Source: an optimization exercise on an open RTL-to-GDS flow (aim: small area, a short achievable clock period and few clock cycles per item). Production flows keep margins and buffers that such runs may drop. Only simulation tests tie the RTL to the original design; equivalence was not proved.

[config.mk]
export PLATFORM = sky130hd
export DESIGN_NAME = geofence
export DESIGN_NICKNAME = geofence
export VERILOG_FILES = /design/flow/design.v
export SDC_FILE = /design/flow/constraint.sdc
export NUM_CORES = 4
export LEC_CHECK = 0
export ABC_CLOCK_PERIOD_IN_PS = 4000
export CAP_MARGIN = 20
export CORE_MARGIN = 2
export CORE_UTILIZATION = 40
export SLEW_MARGIN = 20
export SYNTH_HIERARCHICAL = 1
[constraint.sdc]
create_clock -name core_clock -period 12.0 [get_ports {clk}]
set_input_delay 2.4000 -clock core_clock [delete_from_list [all_inputs] [get_ports {clk}]]
set_output_delay 2.4000 -clock core_clock [all_outputs]
set_load 0.01 [all_outputs]
[design.v]
module geofence (clk, reset, X, Y, valid, is_inside);
input clk;
input reset;
input [9:0] X;
input [9:0] Y;
output valid;
output is_inside;
reg  [3:0] cnt;       
reg  [9:0] px, py;
reg  [9:0] dmx, dmy, rmx, rmy, lmx, lmy;    
reg        dsx, dsy, rsx, rsy, lsx, lsy;    
reg        in_flag;
wire [10:0] ex = {1'b0, X} - {1'b0, px};
wire [10:0] ey = {1'b0, Y} - {1'b0, py};
wire        nx = ex[10], ny = ey[10];
wire        zx = (X == px), zy = (Y == py);
wire [9:0]  ox, oy;
assign ox[0] = 1'b0;
assign oy[0] = 1'b0;
genvar j;
generate
    for (j = 1; j < 10; j = j + 1) begin : g_abs
        assign ox[j] = ox[j-1] | ex[j-1];
        assign oy[j] = oy[j-1] | ey[j-1];
    end
endgenerate
always @(posedge clk) begin
    dmx <= ex[9:0] ^ ({10{nx}} & ox);
    dmy <= ey[9:0] ^ ({10{ny}} & oy);
    dsx <= nx | (zx & ny);
    dsy <= ny | (zy & ~nx);
end
wire tie = ~dsy;
wire npa, nql;
wire pa = ~npa, ql = ~nql;
cross_pos u_a (.usx(rsx), .umx(rmx), .usy(rsy), .umy(rmy),
               .wsx(dsx), .wmx(dmx), .wsy(dsy), .wmy(dmy), .tie(tie), .npos(npa));
cross_pos u_b (.usx(lsx), .umx(lmx), .usy(lsy), .umy(lmy),
               .wsx(dsx), .wmx(dmx), .wsy(dsy), .wmy(dmy), .tie(tie), .npos(nql));
wire pb = ~ql;        
always @(posedge clk or posedge reset) begin
    if (reset)            cnt <= 4'd0;
    else if (cnt[3])      cnt <= 4'd0;
    else                  cnt <= cnt + 4'd1;
end
wire first = (cnt == 4'd2);
always @(posedge clk) begin
    if (cnt == 4'd0) begin
        px <= X;
        py <= Y;
    end
    if (first || (!pa && pb)) begin
        rmx <= dmx; rsx <= dsx; rmy <= dmy; rsy <= dsy;
    end
    if (first || (pa && !pb)) begin
        lmx <= dmx; lsx <= dsx; lmy <= dmy; lsy <= dsy;
    end
    if (first)                          in_flag <= 1'b0;
    else if (!pa && !pb)               in_flag <= 1'b1;
end
assign valid = cnt[3];
assign is_inside = in_flag;
endmodule
module cross_pos (usx, umx, usy, umy, wsx, wmx, wsy, wmy, tie, npos);
input usx, usy, wsx, wsy, tie;
input [9:0] umx, umy, wmx, wmy;
output npos;            
wire sa = usx ^ wsy;    
wire sb = usy ^ wsx;    
wire t = tie ^ sa;      
wire nsa = ~sa;
wire k1;
wire k2;
wire k3;
wire k4;
wire k5;
wire k6;
wire k7;
wire k8;
wire k9;
wire k10;
wire k11;
wire k12;
wire k13;
wire k14;
wire k15;
wire k16;
wire k17;
wire k18;
wire k19;
wire k20;
wire k21;
wire k22;
wire k23;
wire k24;
wire k25;
wire k26;
wire k27;
wire k28;
wire k29;
wire k30;
wire k31;
wire k32;
wire k33;
wire k34;
wire k35;
wire k36;
wire k37;
wire k38;
wire k39;
wire k40;
wire k41;
wire k42;
wire k43;
wire k44;
wire k45;
wire k46;
wire k47;
wire k48;
wire k49;
wire k50;
wire k51;
wire k52;
wire k53;
wire k54;
wire k55;
wire k56;
wire k57;
wire k58;
wire k59;
wire k60;
wire k61;
wire k62;
wire k63;
wire k64;
wire k65;
wire k66;
wire k67;
wire k68;
wire k69;
wire k70;
wire k71;
wire k72;
wire k73;
wire k74;
wire k75;
wire k76;
wire k77;
wire k78;
wire k79;
wire k80;
wire k81;
wire k82;
wire k83;
wire k84;
wire k85;
wire k86;
wire k87;
wire k88;
wire k89;
wire k90;
wire k91;
wire k92;
wire k93;
wire k94;
wire k95;
wire k96;
wire k97;
wire k98;
wire k99;
wire k100;
wire k101;
wire k102;
wire k103;
wire k104;
wire k105;
wire k106;
wire k107;
wire k108;
wire k109;
wire k110;
wire k111;
wire k112;
wire k113;
wire k114;
wire k115;
wire k116;
wire k117;
wire k118;
wire k119;
wire k120;
wire k121;
wire k122;
wire k123;
wire k124;
wire k125;
wire k126;
wire k127;
wire k128;
wire k129;
wire k130;
wire k131;
wire k132;
wire k133;
wire k134;
wire k135;
wire k136;
wire k137;
wire k138;
wire k139;
wire k140;
wire k141;
wire k142;
wire k143;
wire k144;
wire k145;
wire k146;
wire k147;
wire k148;
wire k149;
wire k150;
wire k151;
wire k152;
wire k153;
wire k154;
wire k155;
wire k156;
wire k157;
wire k158;
wire k159;
wire k160;
wire k161;
wire k162;
wire k163;
wire k164;
wire k165;
wire k166;
wire k167;
wire k168;
wire k169;
wire k170;
wire k171;
wire k172;
wire k173;
wire k174;
wire k175;
wire k176;
wire k177;
wire k178;
wire k179;
wire k180;
wire k181;
wire k182;
wire k183;
wire k184;
wire k185;
wire k186;
wire k187;
wire k188;
wire k189;
wire k190;
wire k191;
wire k192;
wire k193;
wire k194;
wire k195;
wire k196;
wire k197;
wire k198;
wire k199;
wire k200;
wire k201;
wire k202;
wire k203;
wire k204;
wire k205;
wire k206;
wire k207;
wire k208;
wire k209;
wire k210;
wire k211;
wire k212;
wire k213;
wire k214;
wire k215;
wire k216;
wire k217;
wire k218;
wire k219;
wire k220;
wire k221;
wire k222;
wire k223;
wire k224;
wire k225;
wire k226;
wire k227;
wire s228;
wire c229;
wire s230;
wire c231;
wire k232;
wire k233;
wire s234;
wire c235;
wire s236;
wire c237;
wire s238;
wire c239;
wire s240;
wire c241;
wire s242;
wire c243;
wire s244;
wire c245;
wire s246;
wire c247;
wire s248;
wire c249;
wire s250;
wire c251;
wire s252;
wire c253;
wire s254;
wire c255;
wire s256;
wire c257;
wire s258;
wire c259;
wire s260;
wire c261;
wire s262;
wire c263;
wire s264;
wire c265;
wire s266;
wire c267;
wire s268;
wire c269;
wire s270;
wire c271;
wire s272;
wire c273;
wire s274;
wire c275;
wire s276;
wire c277;
wire s278;
wire c279;
wire s280;
wire c281;
wire s282;
wire c283;
wire k284;
wire k285;
wire k286;
wire k287;
wire s288;
wire c289;
wire s290;
wire c291;
wire s292;
wire c293;
wire s294;
wire c295;
wire s296;
wire c297;
wire s298;
wire c299;
wire s300;
wire c301;
wire s302;
wire c303;
wire s304;
wire c305;
wire s306;
wire c307;
wire s308;
wire c309;
wire s310;
wire c311;
wire s312;
wire c313;
wire s314;
wire c315;
wire s316;
wire c317;
wire s318;
wire c319;
wire s320;
wire c321;
wire s322;
wire c323;
wire s324;
wire c325;
wire s326;
wire c327;
wire s328;
wire c329;
wire s330;
wire c331;
wire s332;
wire c333;
wire s334;
wire c335;
wire s336;
wire c337;
wire s338;
wire c339;
wire s340;
wire c341;
wire s342;
wire c343;
wire s344;
wire c345;
wire s346;
wire c347;
wire s348;
wire c349;
wire s350;
wire c351;
wire s352;
wire c353;
wire s354;
wire c355;
wire s356;
wire c357;
wire s358;
wire c359;
wire s360;
wire c361;
wire s362;
wire c363;
wire k364;
wire k365;
wire k366;
wire s367;
wire c368;
wire s369;
wire c370;
wire s371;
wire c372;
wire s373;
wire c374;
wire s375;
wire c376;
wire s377;
wire c378;
wire s379;
wire c380;
wire s381;
wire c382;
wire s383;
wire c384;
wire s385;
wire c386;
wire s387;
wire c388;
wire s389;
wire c390;
wire s391;
wire c392;
wire s393;
wire c394;
wire s395;
wire c396;
wire s397;
wire c398;
wire s399;
wire c400;
wire s401;
wire c402;
wire s403;
wire c404;
wire s405;
wire c406;
wire s407;
wire c408;
wire s409;
wire c410;
wire s411;
wire c412;
wire s413;
wire c414;
wire s415;
wire c416;
wire s417;
wire c418;
wire s419;
wire c420;
wire s421;
wire c422;
wire s423;
wire c424;
wire s425;
wire c426;
wire s427;
wire c428;
wire s429;
wire c430;
wire s431;
wire c432;
wire s433;
wire c434;
wire s435;
wire c436;
wire s437;
wire c438;
wire s439;
wire c440;
wire s441;
wire c442;
wire s443;
wire c444;
wire k445;
wire s446;
wire c447;
wire s448;
wire c449;
wire s450;
wire c451;
wire s452;
wire c453;
wire s454;
wire c455;
wire s456;
wire c457;
wire s458;
wire c459;
wire s460;
wire c461;
wire s462;
wire c463;
wire s464;
wire c465;
wire s466;
wire c467;
wire s468;
wire c469;
wire s470;
wire c471;
wire s472;
wire c473;
wire s474;
wire c475;
wire s476;
wire c477;
wire s478;
wire c479;
wire s480;
wire c481;
wire s482;
wire c483;
wire s484;
wire c485;
wire s486;
wire c487;
wire s488;
wire c489;
wire s490;
wire c491;
wire s492;
wire c493;
wire s494;
wire c495;
wire s496;
wire c497;
wire s498;
wire c499;
wire s500;
wire c501;
wire s502;
wire c503;
wire s504;
wire c505;
wire s506;
wire c507;
wire s508;
wire c509;
wire s510;
wire c511;
wire s512;
wire c513;
wire s514;
wire c515;
wire s516;
wire c517;
wire s518;
wire c519;
wire s520;
wire c521;
wire s522;
wire c523;
wire s524;
wire c525;
wire s526;
wire c527;
wire s528;
wire c529;
wire s530;
wire c531;
wire s532;
wire c533;
wire s534;
wire c535;
wire s536;
wire c537;
wire s538;
wire c539;
wire s540;
wire c541;
wire s542;
wire c543;
wire s544;
wire c545;
wire s546;
wire c547;
wire s548;
wire c549;
wire s550;
wire c551;
wire s552;
wire c553;
wire s554;
wire c555;
wire s556;
wire c557;
wire s558;
wire c559;
wire s560;
wire c561;
wire s562;
wire c563;
wire s564;
wire c565;
wire s566;
wire c567;
wire s568;
wire c569;
wire s570;
wire c571;
wire s572;
wire c573;
wire s574;
wire c575;
wire s576;
wire c577;
wire s578;
wire c579;
wire s580;
wire c581;
wire s582;
wire c583;
wire k584;
wire k585;
wire k586;
wire k587;
wire k588;
wire k589;
wire k590;
wire k591;
wire k592;
wire k593;
wire k594;
wire k595;
wire k596;
wire k597;
wire k598;
wire k599;
wire k600;
wire k601;
wire k602;
wire k603;
wire k604;
wire k605;
wire k606;
wire k607;
wire k608;
wire k609;
wire k610;
wire k611;
wire k612;
wire k613;
wire k614;
wire k615;
wire k616;
wire k617;
wire k618;
wire k619;
wire k620;
wire k621;
wire k622;
wire k623;
wire k624;
wire k625;
wire k626;
wire k627;
wire k628;
wire k629;
wire k630;
wire k631;
wire k632;
wire k633;
wire k634;
wire k635;
wire k636;
wire k637;
wire k638;
wire k639;
wire k640;
wire k641;
wire k642;
wire k643;
wire k644;
wire k645;
wire k646;
wire k647;
wire k648;
wire k649;
wire k650;
wire k651;
wire k652;
wire k653;
wire k654;
wire k655;
wire k656;
wire k657;
wire k658;
wire k659;
inv_cell uk1 (.a(umx[0]), .y(k1));
inv_cell uk2 (.a(umx[1]), .y(k2));
inv_cell uk3 (.a(umx[2]), .y(k3));
inv_cell uk4 (.a(umx[3]), .y(k4));
inv_cell uk5 (.a(umx[4]), .y(k5));
inv_cell uk6 (.a(umx[5]), .y(k6));
inv_cell uk7 (.a(umx[6]), .y(k7));
inv_cell uk8 (.a(umx[7]), .y(k8));
inv_cell uk9 (.a(umx[8]), .y(k9));
inv_cell uk10 (.a(umx[9]), .y(k10));
inv_cell uk11 (.a(wmy[0]), .y(k11));
inv_cell uk12 (.a(wmy[1]), .y(k12));
inv_cell uk13 (.a(wmy[2]), .y(k13));
inv_cell uk14 (.a(wmy[3]), .y(k14));
inv_cell uk15 (.a(wmy[4]), .y(k15));
inv_cell uk16 (.a(wmy[5]), .y(k16));
inv_cell uk17 (.a(wmy[6]), .y(k17));
inv_cell uk18 (.a(wmy[7]), .y(k18));
inv_cell uk19 (.a(wmy[8]), .y(k19));
inv_cell uk20 (.a(wmy[9]), .y(k20));
nor2_cell uk21 (.a(k1), .b(k11), .y(k21));
nand2_cell uk22 (.a(umy[0]), .b(wmx[0]), .y(k22));
nor2_cell uk23 (.a(k1), .b(k12), .y(k23));
nand2_cell uk24 (.a(umy[0]), .b(wmx[1]), .y(k24));
nor2_cell uk25 (.a(k1), .b(k13), .y(k25));
nand2_cell uk26 (.a(umy[0]), .b(wmx[2]), .y(k26));
nor2_cell uk27 (.a(k1), .b(k14), .y(k27));
nand2_cell uk28 (.a(umy[0]), .b(wmx[3]), .y(k28));
nor2_cell uk29 (.a(k1), .b(k15), .y(k29));
nand2_cell uk30 (.a(umy[0]), .b(wmx[4]), .y(k30));
nor2_cell uk31 (.a(k1), .b(k16), .y(k31));
nand2_cell uk32 (.a(umy[0]), .b(wmx[5]), .y(k32));
nor2_cell uk33 (.a(k1), .b(k17), .y(k33));
nand2_cell uk34 (.a(umy[0]), .b(wmx[6]), .y(k34));
nor2_cell uk35 (.a(k1), .b(k18), .y(k35));
nand2_cell uk36 (.a(umy[0]), .b(wmx[7]), .y(k36));
nor2_cell uk37 (.a(k1), .b(k19), .y(k37));
nand2_cell uk38 (.a(umy[0]), .b(wmx[8]), .y(k38));
nor2_cell uk39 (.a(k1), .b(k20), .y(k39));
nand2_cell uk40 (.a(umy[0]), .b(wmx[9]), .y(k40));
nor2_cell uk41 (.a(k2), .b(k11), .y(k41));
nand2_cell uk42 (.a(umy[1]), .b(wmx[0]), .y(k42));
nor2_cell uk43 (.a(k2), .b(k12), .y(k43));
nand2_cell uk44 (.a(umy[1]), .b(wmx[1]), .y(k44));
nor2_cell uk45 (.a(k2), .b(k13), .y(k45));
nand2_cell uk46 (.a(umy[1]), .b(wmx[2]), .y(k46));
nor2_cell uk47 (.a(k2), .b(k14), .y(k47));
nand2_cell uk48 (.a(umy[1]), .b(wmx[3]), .y(k48));
nor2_cell uk49 (.a(k2), .b(k15), .y(k49));
nand2_cell uk50 (.a(umy[1]), .b(wmx[4]), .y(k50));
nor2_cell uk51 (.a(k2), .b(k16), .y(k51));
nand2_cell uk52 (.a(umy[1]), .b(wmx[5]), .y(k52));
nor2_cell uk53 (.a(k2), .b(k17), .y(k53));
nand2_cell uk54 (.a(umy[1]), .b(wmx[6]), .y(k54));
nor2_cell uk55 (.a(k2), .b(k18), .y(k55));
nand2_cell uk56 (.a(umy[1]), .b(wmx[7]), .y(k56));
nor2_cell uk57 (.a(k2), .b(k19), .y(k57));
nand2_cell uk58 (.a(umy[1]), .b(wmx[8]), .y(k58));
nor2_cell uk59 (.a(k2), .b(k20), .y(k59));
nand2_cell uk60 (.a(umy[1]), .b(wmx[9]), .y(k60));
nor2_cell uk61 (.a(k3), .b(k11), .y(k61));
nand2_cell uk62 (.a(umy[2]), .b(wmx[0]), .y(k62));
nor2_cell uk63 (.a(k3), .b(k12), .y(k63));
nand2_cell uk64 (.a(umy[2]), .b(wmx[1]), .y(k64));
nor2_cell uk65 (.a(k3), .b(k13), .y(k65));
nand2_cell uk66 (.a(umy[2]), .b(wmx[2]), .y(k66));
nor2_cell uk67 (.a(k3), .b(k14), .y(k67));
nand2_cell uk68 (.a(umy[2]), .b(wmx[3]), .y(k68));
nor2_cell uk69 (.a(k3), .b(k15), .y(k69));
nand2_cell uk70 (.a(umy[2]), .b(wmx[4]), .y(k70));
nor2_cell uk71 (.a(k3), .b(k16), .y(k71));
nand2_cell uk72 (.a(umy[2]), .b(wmx[5]), .y(k72));
nor2_cell uk73 (.a(k3), .b(k17), .y(k73));
nand2_cell uk74 (.a(umy[2]), .b(wmx[6]), .y(k74));
nor2_cell uk75 (.a(k3), .b(k18), .y(k75));
nand2_cell uk76 (.a(umy[2]), .b(wmx[7]), .y(k76));
nor2_cell uk77 (.a(k3), .b(k19), .y(k77));
nand2_cell uk78 (.a(umy[2]), .b(wmx[8]), .y(k78));
nor2_cell uk79 (.a(k3), .b(k20), .y(k79));
nand2_cell uk80 (.a(umy[2]), .b(wmx[9]), .y(k80));
nor2_cell uk81 (.a(k4), .b(k11), .y(k81));
nand2_cell uk82 (.a(umy[3]), .b(wmx[0]), .y(k82));
nor2_cell uk83 (.a(k4), .b(k12), .y(k83));
nand2_cell uk84 (.a(umy[3]), .b(wmx[1]), .y(k84));
nor2_cell uk85 (.a(k4), .b(k13), .y(k85));
nand2_cell uk86 (.a(umy[3]), .b(wmx[2]), .y(k86));
nor2_cell uk87 (.a(k4), .b(k14), .y(k87));
nand2_cell uk88 (.a(umy[3]), .b(wmx[3]), .y(k88));
nor2_cell uk89 (.a(k4), .b(k15), .y(k89));
nand2_cell uk90 (.a(umy[3]), .b(wmx[4]), .y(k90));
nor2_cell uk91 (.a(k4), .b(k16), .y(k91));
nand2_cell uk92 (.a(umy[3]), .b(wmx[5]), .y(k92));
nor2_cell uk93 (.a(k4), .b(k17), .y(k93));
nand2_cell uk94 (.a(umy[3]), .b(wmx[6]), .y(k94));
nor2_cell uk95 (.a(k4), .b(k18), .y(k95));
nand2_cell uk96 (.a(umy[3]), .b(wmx[7]), .y(k96));
nor2_cell uk97 (.a(k4), .b(k19), .y(k97));
nand2_cell uk98 (.a(umy[3]), .b(wmx[8]), .y(k98));
nor2_cell uk99 (.a(k4), .b(k20), .y(k99));
nand2_cell uk100 (.a(umy[3]), .b(wmx[9]), .y(k100));
nor2_cell uk101 (.a(k5), .b(k11), .y(k101));
nand2_cell uk102 (.a(umy[4]), .b(wmx[0]), .y(k102));
nor2_cell uk103 (.a(k5), .b(k12), .y(k103));
nand2_cell uk104 (.a(umy[4]), .b(wmx[1]), .y(k104));
nor2_cell uk105 (.a(k5), .b(k13), .y(k105));
nand2_cell uk106 (.a(umy[4]), .b(wmx[2]), .y(k106));
nor2_cell uk107 (.a(k5), .b(k14), .y(k107));
nand2_cell uk108 (.a(umy[4]), .b(wmx[3]), .y(k108));
nor2_cell uk109 (.a(k5), .b(k15), .y(k109));
nand2_cell uk110 (.a(umy[4]), .b(wmx[4]), .y(k110));
nor2_cell uk111 (.a(k5), .b(k16), .y(k111));
nand2_cell uk112 (.a(umy[4]), .b(wmx[5]), .y(k112));
nor2_cell uk113 (.a(k5), .b(k17), .y(k113));
nand2_cell uk114 (.a(umy[4]), .b(wmx[6]), .y(k114));
nor2_cell uk115 (.a(k5), .b(k18), .y(k115));
nand2_cell uk116 (.a(umy[4]), .b(wmx[7]), .y(k116));
nor2_cell uk117 (.a(k5), .b(k19), .y(k117));
nand2_cell uk118 (.a(umy[4]), .b(wmx[8]), .y(k118));
nor2_cell uk119 (.a(k5), .b(k20), .y(k119));
nand2_cell uk120 (.a(umy[4]), .b(wmx[9]), .y(k120));
nor2_cell uk121 (.a(k6), .b(k11), .y(k121));
nand2_cell uk122 (.a(umy[5]), .b(wmx[0]), .y(k122));
nor2_cell uk123 (.a(k6), .b(k12), .y(k123));
nand2_cell uk124 (.a(umy[5]), .b(wmx[1]), .y(k124));
nor2_cell uk125 (.a(k6), .b(k13), .y(k125));
nand2_cell uk126 (.a(umy[5]), .b(wmx[2]), .y(k126));
nor2_cell uk127 (.a(k6), .b(k14), .y(k127));
nand2_cell uk128 (.a(umy[5]), .b(wmx[3]), .y(k128));
nor2_cell uk129 (.a(k6), .b(k15), .y(k129));
nand2_cell uk130 (.a(umy[5]), .b(wmx[4]), .y(k130));
nor2_cell uk131 (.a(k6), .b(k16), .y(k131));
nand2_cell uk132 (.a(umy[5]), .b(wmx[5]), .y(k132));
nor2_cell uk133 (.a(k6), .b(k17), .y(k133));
nand2_cell uk134 (.a(umy[5]), .b(wmx[6]), .y(k134));
nor2_cell uk135 (.a(k6), .b(k18), .y(k135));
nand2_cell uk136 (.a(umy[5]), .b(wmx[7]), .y(k136));
nor2_cell uk137 (.a(k6), .b(k19), .y(k137));
nand2_cell uk138 (.a(umy[5]), .b(wmx[8]), .y(k138));
nor2_cell uk139 (.a(k6), .b(k20), .y(k139));
nand2_cell uk140 (.a(umy[5]), .b(wmx[9]), .y(k140));
nor2_cell uk141 (.a(k7), .b(k11), .y(k141));
nand2_cell uk142 (.a(umy[6]), .b(wmx[0]), .y(k142));
nor2_cell uk143 (.a(k7), .b(k12), .y(k143));
nand2_cell uk144 (.a(umy[6]), .b(wmx[1]), .y(k144));
nor2_cell uk145 (.a(k7), .b(k13), .y(k145));
nand2_cell uk146 (.a(umy[6]), .b(wmx[2]), .y(k146));
nor2_cell uk147 (.a(k7), .b(k14), .y(k147));
nand2_cell uk148 (.a(umy[6]), .b(wmx[3]), .y(k148));
nor2_cell uk149 (.a(k7), .b(k15), .y(k149));
nand2_cell uk150 (.a(umy[6]), .b(wmx[4]), .y(k150));
nor2_cell uk151 (.a(k7), .b(k16), .y(k151));
nand2_cell uk152 (.a(umy[6]), .b(wmx[5]), .y(k152));
nor2_cell uk153 (.a(k7), .b(k17), .y(k153));
nand2_cell uk154 (.a(umy[6]), .b(wmx[6]), .y(k154));
nor2_cell uk155 (.a(k7), .b(k18), .y(k155));
nand2_cell uk156 (.a(umy[6]), .b(wmx[7]), .y(k156));
nor2_cell uk157 (.a(k7), .b(k19), .y(k157));
nand2_cell uk158 (.a(umy[6]), .b(wmx[8]), .y(k158));
nor2_cell uk159 (.a(k7), .b(k20), .y(k159));
nand2_cell uk160 (.a(umy[6]), .b(wmx[9]), .y(k160));
nor2_cell uk161 (.a(k8), .b(k11), .y(k161));
nand2_cell uk162 (.a(umy[7]), .b(wmx[0]), .y(k162));
nor2_cell uk163 (.a(k8), .b(k12), .y(k163));
nand2_cell uk164 (.a(umy[7]), .b(wmx[1]), .y(k164));
nor2_cell uk165 (.a(k8), .b(k13), .y(k165));
nand2_cell uk166 (.a(umy[7]), .b(wmx[2]), .y(k166));
nor2_cell uk167 (.a(k8), .b(k14), .y(k167));
nand2_cell uk168 (.a(umy[7]), .b(wmx[3]), .y(k168));
nor2_cell uk169 (.a(k8), .b(k15), .y(k169));
nand2_cell uk170 (.a(umy[7]), .b(wmx[4]), .y(k170));
nor2_cell uk171 (.a(k8), .b(k16), .y(k171));
nand2_cell uk172 (.a(umy[7]), .b(wmx[5]), .y(k172));
nor2_cell uk173 (.a(k8), .b(k17), .y(k173));
nand2_cell uk174 (.a(umy[7]), .b(wmx[6]), .y(k174));
nor2_cell uk175 (.a(k8), .b(k18), .y(k175));
nand2_cell uk176 (.a(umy[7]), .b(wmx[7]), .y(k176));
nor2_cell uk177 (.a(k8), .b(k19), .y(k177));
nand2_cell uk178 (.a(umy[7]), .b(wmx[8]), .y(k178));
nor2_cell uk179 (.a(k8), .b(k20), .y(k179));
nand2_cell uk180 (.a(umy[7]), .b(wmx[9]), .y(k180));
nor2_cell uk181 (.a(k9), .b(k11), .y(k181));
nand2_cell uk182 (.a(umy[8]), .b(wmx[0]), .y(k182));
nor2_cell uk183 (.a(k9), .b(k12), .y(k183));
nand2_cell uk184 (.a(umy[8]), .b(wmx[1]), .y(k184));
nor2_cell uk185 (.a(k9), .b(k13), .y(k185));
nand2_cell uk186 (.a(umy[8]), .b(wmx[2]), .y(k186));
nor2_cell uk187 (.a(k9), .b(k14), .y(k187));
nand2_cell uk188 (.a(umy[8]), .b(wmx[3]), .y(k188));
nor2_cell uk189 (.a(k9), .b(k15), .y(k189));
nand2_cell uk190 (.a(umy[8]), .b(wmx[4]), .y(k190));
nor2_cell uk191 (.a(k9), .b(k16), .y(k191));
nand2_cell uk192 (.a(umy[8]), .b(wmx[5]), .y(k192));
nor2_cell uk193 (.a(k9), .b(k17), .y(k193));
nand2_cell uk194 (.a(umy[8]), .b(wmx[6]), .y(k194));
nor2_cell uk195 (.a(k9), .b(k18), .y(k195));
nand2_cell uk196 (.a(umy[8]), .b(wmx[7]), .y(k196));
nor2_cell uk197 (.a(k9), .b(k19), .y(k197));
nand2_cell uk198 (.a(umy[8]), .b(wmx[8]), .y(k198));
nor2_cell uk199 (.a(k9), .b(k20), .y(k199));
nand2_cell uk200 (.a(umy[8]), .b(wmx[9]), .y(k200));
nor2_cell uk201 (.a(k10), .b(k11), .y(k201));
nand2_cell uk202 (.a(umy[9]), .b(wmx[0]), .y(k202));
nor2_cell uk203 (.a(k10), .b(k12), .y(k203));
nand2_cell uk204 (.a(umy[9]), .b(wmx[1]), .y(k204));
nor2_cell uk205 (.a(k10), .b(k13), .y(k205));
nand2_cell uk206 (.a(umy[9]), .b(wmx[2]), .y(k206));
nor2_cell uk207 (.a(k10), .b(k14), .y(k207));
nand2_cell uk208 (.a(umy[9]), .b(wmx[3]), .y(k208));
nor2_cell uk209 (.a(k10), .b(k15), .y(k209));
nand2_cell uk210 (.a(umy[9]), .b(wmx[4]), .y(k210));
nor2_cell uk211 (.a(k10), .b(k16), .y(k211));
nand2_cell uk212 (.a(umy[9]), .b(wmx[5]), .y(k212));
nor2_cell uk213 (.a(k10), .b(k17), .y(k213));
nand2_cell uk214 (.a(umy[9]), .b(wmx[6]), .y(k214));
nor2_cell uk215 (.a(k10), .b(k18), .y(k215));
nand2_cell uk216 (.a(umy[9]), .b(wmx[7]), .y(k216));
nor2_cell uk217 (.a(k10), .b(k19), .y(k217));
nand2_cell uk218 (.a(umy[9]), .b(wmx[8]), .y(k218));
nor2_cell uk219 (.a(k10), .b(k20), .y(k219));
nand2_cell uk220 (.a(umy[9]), .b(wmx[9]), .y(k220));
xnor2_cell uk221 (.a(k111), .b(k112), .y(k221));
or2_cell uk222 (.a(k111), .b(k112), .y(k222));
inv_cell uk223 (.a(k113), .y(k223));
xnor2_cell uk224 (.a(k105), .b(k106), .y(k224));
or2_cell uk225 (.a(k105), .b(k106), .y(k225));
xnor2_cell uk226 (.a(k107), .b(k108), .y(k226));
or2_cell uk227 (.a(k107), .b(k108), .y(k227));
fa_cell us228 (.a(k125), .b(k126), .c(k143), .s(s228), .co(c229));
assign s230 = k144 ^ k161;
assign c231 = k144 & k161;
xnor2_cell uk232 (.a(k109), .b(k110), .y(k232));
or2_cell uk233 (.a(k109), .b(k110), .y(k233));
fa_cell us234 (.a(k127), .b(k128), .c(k145), .s(s234), .co(c235));
fa_cell us236 (.a(k146), .b(k163), .c(k164), .s(s236), .co(c237));
fa_cell us238 (.a(k181), .b(k182), .c(k37), .s(s238), .co(c239));
assign s240 = k38 ^ k55;
assign c241 = k38 & k55;
fa_cell us242 (.a(k129), .b(k130), .c(k147), .s(s242), .co(c243));
fa_cell us244 (.a(k148), .b(k165), .c(k166), .s(s244), .co(c245));
fa_cell us246 (.a(k183), .b(k184), .c(k201), .s(s246), .co(c247));
fa_cell us248 (.a(k202), .b(k39), .c(k40), .s(s248), .co(c249));
fa_cell us250 (.a(k57), .b(k58), .c(k75), .s(s250), .co(c251));
assign s252 = k76 ^ k93;
assign c253 = k76 & k93;
fa_cell us254 (.a(k114), .b(k131), .c(k132), .s(s254), .co(c255));
fa_cell us256 (.a(k149), .b(k150), .c(k167), .s(s256), .co(c257));
fa_cell us258 (.a(k168), .b(k185), .c(k186), .s(s258), .co(c259));
fa_cell us260 (.a(k203), .b(k204), .c(k59), .s(s260), .co(c261));
fa_cell us262 (.a(k60), .b(k77), .c(k78), .s(s262), .co(c263));
fa_cell us264 (.a(k95), .b(k96), .c(k222), .s(s264), .co(c265));
fa_cell us266 (.a(k115), .b(k116), .c(k133), .s(s266), .co(c267));
fa_cell us268 (.a(k134), .b(k151), .c(k152), .s(s268), .co(c269));
fa_cell us270 (.a(k169), .b(k170), .c(k187), .s(s270), .co(c271));
fa_cell us272 (.a(k188), .b(k205), .c(k206), .s(s272), .co(c273));
fa_cell us274 (.a(k79), .b(k80), .c(k97), .s(s274), .co(c275));
fa_cell us276 (.a(k100), .b(k117), .c(k118), .s(s276), .co(c277));
fa_cell us278 (.a(k135), .b(k136), .c(k153), .s(s278), .co(c279));
fa_cell us280 (.a(k154), .b(k171), .c(k172), .s(s280), .co(c281));
fa_cell us282 (.a(k119), .b(k120), .c(k137), .s(s282), .co(c283));
xnor2_cell uk284 (.a(k101), .b(k102), .y(k284));
or2_cell uk285 (.a(k101), .b(k102), .y(k285));
xnor2_cell uk286 (.a(k103), .b(k104), .y(k286));
or2_cell uk287 (.a(k103), .b(k104), .y(k287));
fa_cell us288 (.a(k121), .b(k122), .c(k31), .s(s288), .co(c289));
assign s290 = k32 ^ k49;
assign c291 = k32 & k49;
fa_cell us292 (.a(k123), .b(k124), .c(k141), .s(s292), .co(c293));
fa_cell us294 (.a(k142), .b(k33), .c(k34), .s(s294), .co(c295));
fa_cell us296 (.a(k51), .b(k52), .c(k69), .s(s296), .co(c297));
assign s298 = k70 ^ k87;
assign c299 = k70 & k87;
fa_cell us300 (.a(k162), .b(k35), .c(k36), .s(s300), .co(c301));
fa_cell us302 (.a(k53), .b(k54), .c(k71), .s(s302), .co(c303));
fa_cell us304 (.a(k72), .b(k89), .c(k90), .s(s304), .co(c305));
fa_cell us306 (.a(k225), .b(k226), .c(s230), .s(s306), .co(c307));
fa_cell us308 (.a(k56), .b(k73), .c(k74), .s(s308), .co(c309));
fa_cell us310 (.a(k91), .b(k92), .c(k227), .s(s310), .co(c311));
fa_cell us312 (.a(c231), .b(k232), .c(s240), .s(s312), .co(c313));
fa_cell us314 (.a(c229), .b(s234), .c(s236), .s(s314), .co(c315));
fa_cell us316 (.a(k94), .b(k233), .c(c241), .s(s316), .co(c317));
fa_cell us318 (.a(k221), .b(s252), .c(c235), .s(s318), .co(c319));
fa_cell us320 (.a(c237), .b(c239), .c(s242), .s(s320), .co(c321));
fa_cell us322 (.a(s244), .b(s246), .c(s248), .s(s322), .co(c323));
fa_cell us324 (.a(c253), .b(k223), .c(c243), .s(s324), .co(c325));
fa_cell us326 (.a(c245), .b(c247), .c(c249), .s(s326), .co(c327));
fa_cell us328 (.a(c251), .b(s254), .c(s256), .s(s328), .co(c329));
fa_cell us330 (.a(s258), .b(s260), .c(s262), .s(s330), .co(c331));
fa_cell us332 (.a(k98), .b(k113), .c(c255), .s(s332), .co(c333));
fa_cell us334 (.a(c257), .b(c259), .c(c261), .s(s334), .co(c335));
fa_cell us336 (.a(c263), .b(s266), .c(s268), .s(s336), .co(c337));
fa_cell us338 (.a(s270), .b(s272), .c(s274), .s(s338), .co(c339));
fa_cell us340 (.a(k189), .b(k190), .c(k207), .s(s340), .co(c341));
fa_cell us342 (.a(k208), .b(k99), .c(c267), .s(s342), .co(c343));
fa_cell us344 (.a(c269), .b(c271), .c(c273), .s(s344), .co(c345));
fa_cell us346 (.a(c275), .b(s276), .c(s278), .s(s346), .co(c347));
fa_cell us348 (.a(k138), .b(k155), .c(k156), .s(s348), .co(c349));
fa_cell us350 (.a(k173), .b(k174), .c(k191), .s(s350), .co(c351));
fa_cell us352 (.a(k192), .b(k209), .c(k210), .s(s352), .co(c353));
fa_cell us354 (.a(c277), .b(c279), .c(c281), .s(s354), .co(c355));
fa_cell us356 (.a(k139), .b(k140), .c(k157), .s(s356), .co(c357));
fa_cell us358 (.a(k158), .b(k175), .c(k176), .s(s358), .co(c359));
fa_cell us360 (.a(k193), .b(k194), .c(k211), .s(s360), .co(c361));
fa_cell us362 (.a(k159), .b(k160), .c(k177), .s(s362), .co(c363));
inv_cell uk364 (.a(k25), .y(k364));
xnor2_cell uk365 (.a(k27), .b(k28), .y(k365));
or2_cell uk366 (.a(k27), .b(k28), .y(k366));
fa_cell us367 (.a(k45), .b(k46), .c(k63), .s(s367), .co(c368));
fa_cell us369 (.a(k29), .b(k30), .c(k47), .s(s369), .co(c370));
fa_cell us371 (.a(k48), .b(k65), .c(k66), .s(s371), .co(c372));
assign s373 = k83 ^ k84;
assign c374 = k83 & k84;
fa_cell us375 (.a(k50), .b(k67), .c(k68), .s(s375), .co(c376));
fa_cell us377 (.a(k85), .b(k86), .c(k285), .s(s377), .co(c378));
fa_cell us379 (.a(k286), .b(s290), .c(s288), .s(s379), .co(c380));
fa_cell us381 (.a(k88), .b(k287), .c(c291), .s(s381), .co(c382));
fa_cell us383 (.a(k224), .b(s298), .c(c289), .s(s383), .co(c384));
fa_cell us385 (.a(s292), .b(s294), .c(s296), .s(s385), .co(c386));
fa_cell us387 (.a(c299), .b(c293), .c(c295), .s(s387), .co(c388));
fa_cell us389 (.a(c297), .b(s228), .c(s300), .s(s389), .co(c390));
fa_cell us391 (.a(s302), .b(s304), .c(s306), .s(s391), .co(c392));
fa_cell us393 (.a(c301), .b(c303), .c(c305), .s(s393), .co(c394));
fa_cell us395 (.a(s238), .b(s308), .c(s310), .s(s395), .co(c396));
fa_cell us397 (.a(c307), .b(s312), .c(s314), .s(s397), .co(c398));
fa_cell us399 (.a(c309), .b(s250), .c(c311), .s(s399), .co(c400));
fa_cell us401 (.a(c313), .b(s316), .c(c315), .s(s401), .co(c402));
fa_cell us403 (.a(s318), .b(s320), .c(s322), .s(s403), .co(c404));
fa_cell us405 (.a(c317), .b(s264), .c(c319), .s(s405), .co(c406));
fa_cell us407 (.a(c321), .b(c323), .c(s324), .s(s407), .co(c408));
fa_cell us409 (.a(s326), .b(s328), .c(s330), .s(s409), .co(c410));
fa_cell us411 (.a(c265), .b(c325), .c(c327), .s(s411), .co(c412));
fa_cell us413 (.a(c329), .b(c331), .c(s332), .s(s413), .co(c414));
fa_cell us415 (.a(s334), .b(s336), .c(s338), .s(s415), .co(c416));
fa_cell us417 (.a(s280), .b(s340), .c(c333), .s(s417), .co(c418));
fa_cell us419 (.a(c335), .b(c337), .c(c339), .s(s419), .co(c420));
fa_cell us421 (.a(s342), .b(s344), .c(s346), .s(s421), .co(c422));
fa_cell us423 (.a(c341), .b(s282), .c(s348), .s(s423), .co(c424));
fa_cell us425 (.a(s350), .b(s352), .c(c343), .s(s425), .co(c426));
fa_cell us427 (.a(c345), .b(c347), .c(s354), .s(s427), .co(c428));
fa_cell us429 (.a(k212), .b(c283), .c(c349), .s(s429), .co(c430));
fa_cell us431 (.a(c351), .b(c353), .c(s356), .s(s431), .co(c432));
fa_cell us433 (.a(s358), .b(s360), .c(c355), .s(s433), .co(c434));
fa_cell us435 (.a(k178), .b(k195), .c(k196), .s(s435), .co(c436));
fa_cell us437 (.a(k213), .b(k214), .c(c357), .s(s437), .co(c438));
fa_cell us439 (.a(c359), .b(c361), .c(s362), .s(s439), .co(c440));
fa_cell us441 (.a(k179), .b(k180), .c(k197), .s(s441), .co(c442));
fa_cell us443 (.a(k198), .b(k215), .c(k216), .s(s443), .co(c444));
inv_cell uk445 (.a(k23), .y(k445));
fa_cell us446 (.a(k26), .b(k43), .c(k44), .s(s446), .co(c447));
assign s448 = k61 ^ k62;
assign c449 = k61 & k62;
fa_cell us450 (.a(k64), .b(k81), .c(k82), .s(s450), .co(c451));
fa_cell us452 (.a(k25), .b(k365), .c(s367), .s(s452), .co(c453));
fa_cell us454 (.a(k366), .b(k284), .c(s373), .s(s454), .co(c455));
fa_cell us456 (.a(c368), .b(s369), .c(s371), .s(s456), .co(c457));
fa_cell us458 (.a(c374), .b(c370), .c(c372), .s(s458), .co(c459));
fa_cell us460 (.a(s375), .b(s377), .c(s379), .s(s460), .co(c461));
fa_cell us462 (.a(c376), .b(c378), .c(s381), .s(s462), .co(c463));
fa_cell us464 (.a(c380), .b(s383), .c(s385), .s(s464), .co(c465));
fa_cell us466 (.a(c382), .b(c384), .c(c386), .s(s466), .co(c467));
fa_cell us468 (.a(s387), .b(s389), .c(s391), .s(s468), .co(c469));
fa_cell us470 (.a(c388), .b(c390), .c(s393), .s(s470), .co(c471));
fa_cell us472 (.a(s395), .b(c392), .c(s397), .s(s472), .co(c473));
fa_cell us474 (.a(c394), .b(c396), .c(s399), .s(s474), .co(c475));
fa_cell us476 (.a(c398), .b(s401), .c(s403), .s(s476), .co(c477));
fa_cell us478 (.a(c400), .b(c402), .c(s405), .s(s478), .co(c479));
fa_cell us480 (.a(c404), .b(s407), .c(s409), .s(s480), .co(c481));
fa_cell us482 (.a(c406), .b(c408), .c(s411), .s(s482), .co(c483));
fa_cell us484 (.a(c410), .b(s413), .c(s415), .s(s484), .co(c485));
fa_cell us486 (.a(c412), .b(c414), .c(s417), .s(s486), .co(c487));
fa_cell us488 (.a(c416), .b(s419), .c(s421), .s(s488), .co(c489));
fa_cell us490 (.a(s423), .b(c418), .c(c420), .s(s490), .co(c491));
fa_cell us492 (.a(s425), .b(c422), .c(s427), .s(s492), .co(c493));
fa_cell us494 (.a(c424), .b(s429), .c(s431), .s(s494), .co(c495));
fa_cell us496 (.a(c426), .b(c428), .c(s433), .s(s496), .co(c497));
fa_cell us498 (.a(s435), .b(c430), .c(c432), .s(s498), .co(c499));
fa_cell us500 (.a(s437), .b(s439), .c(c434), .s(s500), .co(c501));
fa_cell us502 (.a(c363), .b(c436), .c(s441), .s(s502), .co(c503));
fa_cell us504 (.a(s443), .b(c438), .c(c440), .s(s504), .co(c505));
fa_cell us506 (.a(k199), .b(k200), .c(k217), .s(s506), .co(c507));
fa_cell us508 (.a(k218), .b(c442), .c(c444), .s(s508), .co(c509));
assign s510 = k24 ^ k41;
assign c511 = k24 & k41;
fa_cell us512 (.a(k23), .b(k364), .c(s448), .s(s512), .co(c513));
fa_cell us514 (.a(c449), .b(c447), .c(s450), .s(s514), .co(c515));
fa_cell us516 (.a(c451), .b(s454), .c(c453), .s(s516), .co(c517));
fa_cell us518 (.a(c455), .b(c457), .c(s458), .s(s518), .co(c519));
fa_cell us520 (.a(c459), .b(s462), .c(c461), .s(s520), .co(c521));
fa_cell us522 (.a(c463), .b(c465), .c(s466), .s(s522), .co(c523));
fa_cell us524 (.a(c467), .b(s470), .c(c469), .s(s524), .co(c525));
fa_cell us526 (.a(c471), .b(s474), .c(c473), .s(s526), .co(c527));
fa_cell us528 (.a(c475), .b(s478), .c(c477), .s(s528), .co(c529));
fa_cell us530 (.a(c479), .b(s482), .c(c481), .s(s530), .co(c531));
fa_cell us532 (.a(c483), .b(s486), .c(c485), .s(s532), .co(c533));
fa_cell us534 (.a(c487), .b(s490), .c(c489), .s(s534), .co(c535));
fa_cell us536 (.a(s494), .b(c491), .c(c493), .s(s536), .co(c537));
fa_cell us538 (.a(c495), .b(s498), .c(s500), .s(s538), .co(c539));
fa_cell us540 (.a(s502), .b(c499), .c(s504), .s(s540), .co(c541));
fa_cell us542 (.a(s506), .b(c503), .c(s508), .s(s542), .co(c543));
fa_cell us544 (.a(k219), .b(k220), .c(c507), .s(s544), .co(c545));
assign s546 = t ^ k21;
assign c547 = t & k21;
fa_cell us548 (.a(k42), .b(k445), .c(s510), .s(s548), .co(c549));
fa_cell us550 (.a(c511), .b(s446), .c(s512), .s(s550), .co(c551));
fa_cell us552 (.a(c513), .b(s452), .c(s514), .s(s552), .co(c553));
fa_cell us554 (.a(c515), .b(s456), .c(s516), .s(s554), .co(c555));
fa_cell us556 (.a(c517), .b(s518), .c(s460), .s(s556), .co(c557));
fa_cell us558 (.a(c519), .b(s464), .c(s520), .s(s558), .co(c559));
fa_cell us560 (.a(s468), .b(c521), .c(s522), .s(s560), .co(c561));
fa_cell us562 (.a(c523), .b(s472), .c(s524), .s(s562), .co(c563));
fa_cell us564 (.a(s476), .b(c525), .c(s526), .s(s564), .co(c565));
fa_cell us566 (.a(s480), .b(c527), .c(s528), .s(s566), .co(c567));
fa_cell us568 (.a(s484), .b(c529), .c(s530), .s(s568), .co(c569));
fa_cell us570 (.a(s488), .b(c531), .c(s532), .s(s570), .co(c571));
fa_cell us572 (.a(s492), .b(c533), .c(s534), .s(s572), .co(c573));
fa_cell us574 (.a(s496), .b(s536), .c(c535), .s(s574), .co(c575));
fa_cell us576 (.a(c497), .b(s538), .c(c537), .s(s576), .co(c577));
fa_cell us578 (.a(c501), .b(s540), .c(c539), .s(s578), .co(c579));
fa_cell us580 (.a(c505), .b(s542), .c(c541), .s(s580), .co(c581));
fa_cell us582 (.a(c509), .b(s544), .c(c543), .s(s582), .co(c583));
nand2_cell uk584 (.a(s546), .b(k22), .y(k584));
nand2_cell uk585 (.a(c547), .b(s548), .y(k585));
nor2_cell uk586 (.a(c547), .b(s548), .y(k586));
nand2_cell uk587 (.a(c549), .b(s550), .y(k587));
nor2_cell uk588 (.a(c549), .b(s550), .y(k588));
nand2_cell uk589 (.a(c551), .b(s552), .y(k589));
nor2_cell uk590 (.a(c551), .b(s552), .y(k590));
nand2_cell uk591 (.a(c553), .b(s554), .y(k591));
nor2_cell uk592 (.a(c553), .b(s554), .y(k592));
nand2_cell uk593 (.a(c555), .b(s556), .y(k593));
nor2_cell uk594 (.a(c555), .b(s556), .y(k594));
nand2_cell uk595 (.a(c557), .b(s558), .y(k595));
nor2_cell uk596 (.a(c557), .b(s558), .y(k596));
nand2_cell uk597 (.a(c559), .b(s560), .y(k597));
nor2_cell uk598 (.a(c559), .b(s560), .y(k598));
nand2_cell uk599 (.a(c561), .b(s562), .y(k599));
nor2_cell uk600 (.a(c561), .b(s562), .y(k600));
nand2_cell uk601 (.a(c563), .b(s564), .y(k601));
nor2_cell uk602 (.a(c563), .b(s564), .y(k602));
nand2_cell uk603 (.a(c565), .b(s566), .y(k603));
nor2_cell uk604 (.a(c565), .b(s566), .y(k604));
nand2_cell uk605 (.a(c567), .b(s568), .y(k605));
nor2_cell uk606 (.a(c567), .b(s568), .y(k606));
nand2_cell uk607 (.a(c569), .b(s570), .y(k607));
nor2_cell uk608 (.a(c569), .b(s570), .y(k608));
nand2_cell uk609 (.a(c571), .b(s572), .y(k609));
nor2_cell uk610 (.a(c571), .b(s572), .y(k610));
nand2_cell uk611 (.a(c573), .b(s574), .y(k611));
nor2_cell uk612 (.a(c573), .b(s574), .y(k612));
nand2_cell uk613 (.a(c575), .b(s576), .y(k613));
nor2_cell uk614 (.a(c575), .b(s576), .y(k614));
nand2_cell uk615 (.a(c577), .b(s578), .y(k615));
nor2_cell uk616 (.a(c577), .b(s578), .y(k616));
nand2_cell uk617 (.a(c579), .b(s580), .y(k617));
nor2_cell uk618 (.a(c579), .b(s580), .y(k618));
nand2_cell uk619 (.a(c581), .b(s582), .y(k619));
nor2_cell uk620 (.a(c581), .b(s582), .y(k620));
nand2_cell uk621 (.a(c583), .b(c545), .y(k621));
nor2_cell uk622 (.a(c583), .b(c545), .y(k622));
oai21_cell uk623 (.a1(k622), .a2(k619), .b1(k621), .y(k623));
nor2_cell uk624 (.a(k622), .b(k620), .y(k624));
oai21_cell uk625 (.a1(k618), .a2(k615), .b1(k617), .y(k625));
nor2_cell uk626 (.a(k618), .b(k616), .y(k626));
oai21_cell uk627 (.a1(k614), .a2(k611), .b1(k613), .y(k627));
nor2_cell uk628 (.a(k614), .b(k612), .y(k628));
oai21_cell uk629 (.a1(k610), .a2(k607), .b1(k609), .y(k629));
nor2_cell uk630 (.a(k610), .b(k608), .y(k630));
oai21_cell uk631 (.a1(k606), .a2(k603), .b1(k605), .y(k631));
nor2_cell uk632 (.a(k606), .b(k604), .y(k632));
oai21_cell uk633 (.a1(k602), .a2(k599), .b1(k601), .y(k633));
nor2_cell uk634 (.a(k602), .b(k600), .y(k634));
oai21_cell uk635 (.a1(k598), .a2(k595), .b1(k597), .y(k635));
nor2_cell uk636 (.a(k598), .b(k596), .y(k636));
oai21_cell uk637 (.a1(k594), .a2(k591), .b1(k593), .y(k637));
nor2_cell uk638 (.a(k594), .b(k592), .y(k638));
oai21_cell uk639 (.a1(k590), .a2(k587), .b1(k589), .y(k639));
nor2_cell uk640 (.a(k590), .b(k588), .y(k640));
oai21_cell uk641 (.a1(k586), .a2(k584), .b1(k585), .y(k641));
aoi21_cell uk642 (.a1(k624), .a2(k625), .b1(k623), .y(k642));
nand2_cell uk643 (.a(k624), .b(k626), .y(k643));
aoi21_cell uk644 (.a1(k628), .a2(k629), .b1(k627), .y(k644));
nand2_cell uk645 (.a(k628), .b(k630), .y(k645));
aoi21_cell uk646 (.a1(k632), .a2(k633), .b1(k631), .y(k646));
nand2_cell uk647 (.a(k632), .b(k634), .y(k647));
aoi21_cell uk648 (.a1(k636), .a2(k637), .b1(k635), .y(k648));
nand2_cell uk649 (.a(k636), .b(k638), .y(k649));
aoi21_cell uk650 (.a1(k640), .a2(k641), .b1(k639), .y(k650));
oai21_cell uk651 (.a1(k643), .a2(k644), .b1(k642), .y(k651));
nor2_cell uk652 (.a(k643), .b(k645), .y(k652));
oai21_cell uk653 (.a1(k647), .a2(k648), .b1(k646), .y(k653));
nor2_cell uk654 (.a(k647), .b(k649), .y(k654));
inv_cell uk655 (.a(k650), .y(k655));
aoi21_cell uk656 (.a1(k652), .a2(k653), .b1(k651), .y(k656));
nand2_cell uk657 (.a(k652), .b(k654), .y(k657));
inv_cell uk658 (.a(k655), .y(k658));
oai21_cell uk659 (.a1(k657), .a2(k658), .b1(k656), .y(k659));
mux2i_cell u_sel (.s(k659), .a1(nsa), .a0(sb), .y(npos));
endmodule
module xnor2_cell (a, b, y);
input a, b;
output y;
assign y = ~(a ^ b);
endmodule
module or2_cell (a, b, y);
input a, b;
output y;
assign y = a | b;
endmodule
module nand2_cell (a, b, y);
input a, b;
output y;
assign y = ~(a & b);
endmodule
module nor2_cell (a, b, y);
input a, b;
output y;
assign y = ~(a | b);
endmodule
module inv_cell (a, y);
input a;
output y;
assign y = ~a;
endmodule
module aoi21_cell (a1, a2, b1, y);
input a1, a2, b1;
output y;
assign y = ~((a1 & a2) | b1);
endmodule
module oai21_cell (a1, a2, b1, y);
input a1, a2, b1;
output y;
assign y = ~((a1 | a2) & b1);
endmodule
module mux2i_cell (s, a1, a0, y);
input s, a1, a0;
output y;
assign y = ~(s ? a1 : a0);
endmodule
module fa_cell (a, b, c, s, co);
input a, b, c;
output s, co;
assign s = a ^ b ^ c;
assign co = (a & b) | (a & c) | (b & c);
endmodule
[flow/run.sh]
#!/bin/bash
set -euo pipefail
bash standard.sh SETUP_SLACK_MARGIN=6.25 finish > standard.log 2>&1
[standard.sh]
#!/bin/bash
# synth_recipe.tcl (not shown) runs the flow's synth.tcl, then flattens the netlist and writes it again
# the make line also repeats each setting of config.mk as NAME=value (left out here)
make -C /OpenROAD-flow-scripts/flow DESIGN_CONFIG=/design/flow/config.mk WORK_HOME=/design/flow/orfs CLKGATE_MAP_FILE= SYNTH_SCRIPT=/design/flow/synth_recipe.tcl "${@:-finish}"
==> results.cfg, run 1 <==
[worst_setup_path]
cp.depth = 17
crit_path_max_incr_delay_ns = 0.62
r2r_start = lmy[7]$_DFFE_PP_
reg2reg_depth = 17
reg2reg_slack_ns = 6.42
crit_buf_inv = 2
critPathArrivalTime_ns = 5.68
endpoint_kind = flip-flop
crit_path_start_kind = flip-flop
rr_endpoint = lmx[7]$_DFFE_PP_
cp_common_cell = fa_1
slowest_stage = edfxtp_1
path_delay_family = adder cells
required_ns = 12.09
worstSetupPathType = flip-flop to flip-flop
crit_fanout = 11
cp_cell_sequence = nand2_1 > fa_1 > fa_1 > fa_1 > fa_1 > fa_1 > fa_1 > nor2_1 > nor2_1 > nand2_1 > nor2_2 > nand2_1 > o21ai_4 > mux2i_4 > buf_4 > o21bai_4 > buf_12

[logic_synthesis]
syn_inst = 1304
avgSynthCellArea_sq_um = 10.4
synth.cells.most_frequent = fa_1 (330), nor2_1 (274), nand2_1 (269)
yosysMostFrequentCell = fa_1
yosysSeqAreaShare_pct = 18.3
synth_compound_area_share_pct = 4.98
yosysTopAreaCell = fa_1
synthAdderAreaFrac_pct = 52.4
ys_ff_latch = 91
synth_xor_area_share_pct = 3.44
ys_warn_count = 7
synthMuxAreaShare_pct = 0.387
async_reset_ff_share_pct = 4.40
synth.distinct_cells = 55
synth_ff_type = edfxtp_1
synth_top_area_share_pct = 48.6
synth_simple_gate_area_share_pct = 18.0
synth_edf_count = 64
synth.cell_area_sq_mm = 0.0136
synthesis.nets = 1697
yosys-top-cells-area = fa_1 (49%), edfxtp_1 (14%), nor2_1 (7.6%)
synth_top_family_by_area = adder cells

[final_layout]
num-nets-final = 1773
drive_gt1_share_pct = 9.03
fillers = 3152
area_delta_synth_final_pct = 11.9
diodes = 0

[sta]
tightest_slew_ns = 0.695
slew_headroom_pct = 53.2
period_needed_ns = 5.58
fin_crit_sh_pct = 46.5
worst_slack_ns = 6.42
final_max_slew_viol_count = 0
final-setup-viol-count = 0
fmax_mhz = 179
clock-skew-final_ns = 0.00768
tns_ns = 0
finalHoldViolCount = 0
rsz0062_at_grt = no

[drt]
drc = 0
routed_via_density = 5.26
vias = 9645
first_pass_iters = 5
antenna_left = 0
drt_iter0_drc = 685
wl_microns = 33800
wl_per_cell_microns = 18.4

[floorplan]
ios = 24
die_h_microns = 188
dieArea_sq_mm = 0.0355
num_rows = 67
core_area_sq_mm = 0.0335
die_x_microns = 188
initial_utilization_pct = 40.5

[clock_tree]
cts_tree = done
ctsHoldBuffers = 0
clock_latency_ns = 0.33
cts_made_buffers = 9
cts_root_buf = clkbuf_16
clockBufferDepth = 2
cts.clk_slew.worst_paths_ns = 0.07
htreeDepth = 3
cts_sinks = 91

[global_routing]
grt_pass1_wl_microns = 55400
grt_max_degree = 23
antenna_found_initial = 0
grt.overflow.total = 0
grt_pass1_vias = 10500
groute.usage.overall_pct = 19.9

[worst_hold_path]
holdPathEnd = cnt[0]$_DFF_PP0_
hp-class = flip-flop to flip-flop
hold_start = cnt[0]$_DFF_PP0_
worstHoldPathCells = 1

[placed_design]
dp_slack_ns = 5.50
port_buffers = 23
gp_congestion = 0.868
post-dp-hpwl_microns = 25800

[run]
maxCapViolations = 0

[run_status]
status = timing/DRC/antenna clean
-- cell type report --
cell class | count | area [sq um] | share of cell area [%]
flip-flops and latches | 91 | 2510 | 16.5
clock inverters | 6 | 47.5 | 0.313
multi-input cells | 1124 | 10900 | 71.5
clock buffers | 10 | 229 | 1.51
well taps | 448 | 561 | 3.69
inverters | 85 | 368 | 2.42
repair buffers | 69 | 622 | 4.09
-- what timing repair did --
item                                    4_1_cts  5_1_grt
pin swaps                                     2        2
endpoints found under the setup margin       45       45
buffers inserted                              3       39
gates resized for setup                      19       28
gates cloned                                  2        0
-- Yosys stat by module (local to each module, per instance) --
module	cells	area, sq um	times used	flip-flops and latches
geofence	324	4150	1	91
cross_pos	12	154	2	0
fa_cell	1	20.0	328	0
mux2i_cell	1	10.0	2	0
aoi21_cell	1	8.76	12	0
xnor2_cell	1	8.76	14	0
or2_cell	1	6.26	14	0
oai21_cell	1	5.00	26	0
inv_cell	1	3.75	50	0
nand2_cell	1	3.75	250	0
nor2_cell	1	3.75	260	0
-- sequential cells by signal, summed over array words and instances (netlist names) --
signal   count
cnt          4
dmx         10
dmy         10
dsx          1
dsy          1
in_flag      1
lmx         10
lmy         10
lsx          1
lsy          1
px          10
py          10
rmx         10
rmy         10
rsx          1
rsy          1
-- cell families after synthesis --
group                      after synthesis
DFF                                     91
AOI/OAI and AO/OA                       92
xor gates and xnor gates                50
muxes                                    4
adders and majority gates              371
buffers and inverters                   91
and+or+nand+nor                        605
-- cell usage in the layout (no fill, tap or decap), types with 8 or more instances in the layout --
master and count:
a211oi_1 8, a21oi_2 12, buf_4 41, clkbuf_16 9, clkdlybuf4s50_1 23, clkinvlp_4 13
dfxtp_1 9, dfxtp_2 9, edfxtp_1 64, fa_1 330, ha_1 41, inv_1 72
nand2_1 269, nor2_1 273, nor3_1 10, o21ai_1 24, or2_1 15, xnor2_1 40
xor2_1 8
-- per-stage QoR --
step,utilization (%),cell area [sq um],std cells,hold WS [ns]
2_1_floorplan,-,13600,1304,0.432
5_1_grt,45.4,15200,1833,0.500
3_3_place_gp,42.9,14400,1773,0.456
4_1_cts,44.1,14800,1794,0.479
3_5_place_dp,42.9,14400,1773,0.466
6_report,45.4,15200,1833,0.475
-- per-layer routing --
layer | track usage, % | vias up | part of all wire, %
li1 | - | 4298 | -
met1 | 27.6 | 4941 | 43
met2 | 33.4 | 360 | 49
met3 | 2.87 | 46 | 6.5
met4 | 4.30 | 0 | 1.8
met5 | 0 | - | 0
-- worst max-delay path by stage --
stage                                 from                to  slack [ns]
after CTS                   dmy[2]$_DFF_P_  rmy[0]$_DFFE_PP_        6.23
after global placement      dmx[2]$_DFF_P_  rmy[7]$_DFFE_PP_        5.58
after global routing        dmy[2]$_DFF_P_  lmx[7]$_DFFE_PP_        6.23
final                     lmy[7]$_DFFE_PP_  lmx[7]$_DFFE_PP_        6.42
after floorplan             dmx[9]$_DFF_P_  rmx[0]$_DFFE_PP_        6.58
after detailed placement    dmx[6]$_DFF_P_  rmx[7]$_DFFE_PP_        5.50
-- worst register-to-register path, stage by stage, from the launching register on --
cell      delay (ns)
edfxtp_1        0.62
nand2_1         0.15
fa_1            0.55
fa_1            0.59
fa_1            0.44
fa_1            0.40
fa_1            0.45
fa_1            0.54
nor2_1          0.08
nor2_1          0.16
nand2_1         0.12
nor2_2          0.18
nand2_1         0.12
o21ai_4         0.20
mux2i_4         0.36
buf_4           0.18
o21bai_4        0.06
buf_12          0.15
Testbench counts, summed over its fixed seeds: cycles 10,800, objects 1,200.
==> inputs of run 2 (changes only) <==
==> flow/run.sh (replaced) <==
#!/bin/bash
set -euo pipefail
bash standard.sh SETUP_SLACK_MARGIN=6 finish > standard.log 2>&1
==> run 2 against run 1 <==
  * Still clean on timing, DRC and antenna
  * Setup slack worse by 0.25 ns
  * Worst hold slack worse by 0.013 ns
  * Fmax down 4.3%
  * Utilization down 1.1 points
  * Sequential share of layout area up 0.29 points
  * Global-route usage up 0.41 points
  * Sequential cell count unchanged
  * Final cell count down 1.7%
  * Critical path type unchanged
==> results.cfg, run 2 <==
[worst_setup_path]
cp_common_cell = fa_1
critPathArrivalTime_ns = 5.88
path_delay_family = adder cells
cp_cell_sequence = nand2_1 > fa_1 > fa_1 > fa_1 > fa_1 > fa_1 > fa_1 > nor2_1 > nor2_1 > nand2_1 > nor2_1 > nand2_1 > o21ai_1 > mux2i_2 > a21o_4
crit_path_max_incr_delay_ns = 0.67
slowest_stage = dfxtp_2
endpoint_kind = flip-flop
worstSetupPathType = flip-flop to flip-flop
crit_fanout = 22
reg2reg_slack_ns = 6.17
crit_buf_inv = 0
required_ns = 12.05
crit_path_start_kind = flip-flop

[logic_synthesis]
yosys-top-cells-area = fa_1 (49%), edfxtp_1 (14%), nor2_1 (7.6%)
async_reset_ff_share_pct = 4.40
synth_edf_count = 64
avgSynthCellArea_sq_um = 10.4
synth_ff_type = edfxtp_1
ys_ff_latch = 91
synthesis.nets = 1697
syn_inst = 1304
synth.distinct_cells = 55
synth.cells.most_frequent = fa_1 (330), nor2_1 (274), nand2_1 (269)
yosysSeqAreaShare_pct = 18.3
synth_top_area_share_pct = 48.6
yosysTopAreaCell = fa_1
ys_warn_count = 7
yosysMostFrequentCell = fa_1
synth.cell_area_sq_mm = 0.0136

[floorplan]
die_h_microns = 188
num_rows = 67
dieArea_sq_mm = 0.0355
core_area_sq_mm = 0.0335
die_x_microns = 188
ios = 24
initial_utilization_pct = 40.5

[final_layout]
final_cell_mix = fa_1 (330), nor2_1 (274), nand2_1 (269), inv_1 (83), edfxtp_1 (64)
finalNonFillerCells = 1801
diodes = 0
area_delta_synth_final_pct = 9.10
drive_gt1_share_pct = 5.10
num-nets-final = 1741
final_common_cell = fa_1
fillers = 3233

[run_status]
status = timing/DRC/antenna clean

[sta]
clock-skew-final_ns = 0.00830
final-setup-viol-count = 0
rsz0062_at_grt = yes
fmax_mhz = 171
final_max_slew_viol_count = 0
finalHoldViolCount = 0
tns_ns = 0
fin_crit_sh_pct = 48.6
slew_headroom_pct = 22.7
tightest_slew_ns = 1.16
period_needed_ns = 5.83

[placed_design]
port_buffers = 23
post-dp-hpwl_microns = 25600
dp.cells = 1776
gp_congestion = 0.860

[drt]
vias = 9654
drc = 0
wl_per_cell_microns = 19.0
antenna_left = 0
wl_microns = 34200
first_pass_iters = 6
drt_iter0_drc = 741
routed_via_density = 5.36

[clock_tree]
clockBufferDepth = 2
clock_latency_ns = 0.35
cts_root_buf = clkbuf_16
cts_made_buffers = 9
ctsHoldBuffers = 0
htreeDepth = 3
cts_tree = done
cts.clk_slew.worst_paths_ns = 0.07
cts_sinks = 91

[global_routing]
antenna_found_initial = 0
grt_pass1_wl_microns = 55800
grt.overflow.total = 0
groute.usage.overall_pct = 20.3
grt_max_degree = 23
grt_pass1_vias = 10700

[worst_hold_path]
hp-class = flip-flop to flip-flop

[run]
maxCapViolations = 0
[run 2: cell counts after synthesis]
No cell type changed its count.
[run 2: metrics by stage]
step | worst slack (ns) | area [sq um] | hold slack (ns) | utilization [%]
global placement | 5.47 | 14400 | 0.449 | 43.0
detailed placement | 5.42 | 14400 | 0.453 | 43.0
floorplan | 6.20 | 13600 | 0.432 | -
finish | 6.17 | 14800 | 0.462 | 44.2
CTS | 5.94 | 14700 | 0.462 | 43.9
global route | 5.98 | 14800 | 0.468 | 44.2
[run 2: worst paths after layout]
path | from | cells past startpoint | to
min | cnt[0]$_DFF_PP0_ | 1 | cnt[0]$_DFF_PP0_
min reg2reg | cnt[0]$_DFF_PP0_ | 1 | cnt[0]$_DFF_PP0_
max | dmx[9]$_DFF_P_ | 15 | rsx$_DFFE_PP_
max reg2reg | dmx[9]$_DFF_P_ | 15 | rsx$_DFFE_PP_
min in group asynchronous | reset | 2 | cnt[1]$_DFF_PP0_
max in group asynchronous | reset | 2 | cnt[2]$_DFF_PP0_
[run 2: cells by family after synthesis]
logic type                 synth area share (%)
xor gates and xnor gates                   3.44
buffers and inverters                      2.57
and+or+nand+nor                            18.0
DFF                                        18.3
AOI/OAI and AO/OA                          4.98
adders and majority gates                  52.4
muxes                                     0.387
[run 2: area by class of cell]
| class | count | area, sq um | area share, % |
|---|---|---|---|
| Timing Repair Buffer | 37 | 335 | 2.26 |
| Clock inverter | 6 | 47.5 | 0.321 |
| Multi-Input combinational cell | 1124 | 10800 | 73.1 |
| Sequential cell | 91 | 2490 | 16.8 |
| Tap cell | 448 | 561 | 3.78 |
| Clock buffer | 10 | 229 | 1.54 |
| Inverter | 85 | 327 | 2.20 |
[run 2: per-module statistics from Yosys (local to each module, per instance)]
| module | cell area, sq um | times used |
|---|---|---|
| fa_cell | 20.0 | 328 |
| cross_pos | 154 | 2 |
| oai21_cell | 5.00 | 26 |
| nor2_cell | 3.75 | 260 |
| inv_cell | 3.75 | 50 |
| or2_cell | 6.26 | 14 |
| nand2_cell | 3.75 | 250 |
| geofence | 4150 | 1 |
| xnor2_cell | 8.76 | 14 |
| mux2i_cell | 10.0 | 2 |
| aoi21_cell | 8.76 | 12 |
[run 2: layer usage]
layer | track usage, % | routed length [microns]
met4 | 5.95 | 942
met1 | 26.7 | 14300
met2 | 34.2 | 16700
met3 | 4.08 | 2300
met5 | 0 | 0
[run 2: timing repair]
item                                    4_1_cts  5_1_grt
gates cloned                                  0        2
endpoints found under the setup margin       44       45
setup buffers                                 0        7
resized for setup                             6       11
pin swaps                                     0        1

[static timing again, ports no longer ideal]
No port has a modelled driver above. Below, the same layouts with a new extraction and two added sets of constraints. Step 1 (the two cells are an assumption about what drives the block):
set clk [get_ports {clk}]
set_driving_cell -lib_cell sky130_fd_sc_hd__clkbuf_16 $clk
set_driving_cell -lib_cell sky130_fd_sc_hd__buf_2 [delete_from_list [all_inputs] $clk]
Step 2 times the ports against the registers' clock, not the clock port: input delays grow and output delays shrink by t, the midpoint of the rising clock arrivals with the driver on. a / b / c = ideal / step 1 / step 2; a / b = the first two.
| run | t (ns) | slack for setup (ns) | hold WS [ns] |
|---|---|---|---|
| run 1 | 0.360 | 6.417 / 6.417 / 6.417 | 0.475 / 0.475 / 0.475 |
| run 2 | 0.377 | 6.166 / 6.166 / 6.166 | 0.462 / 0.462 / 0.462 |
After both steps setup and hold are still met in every run listed.
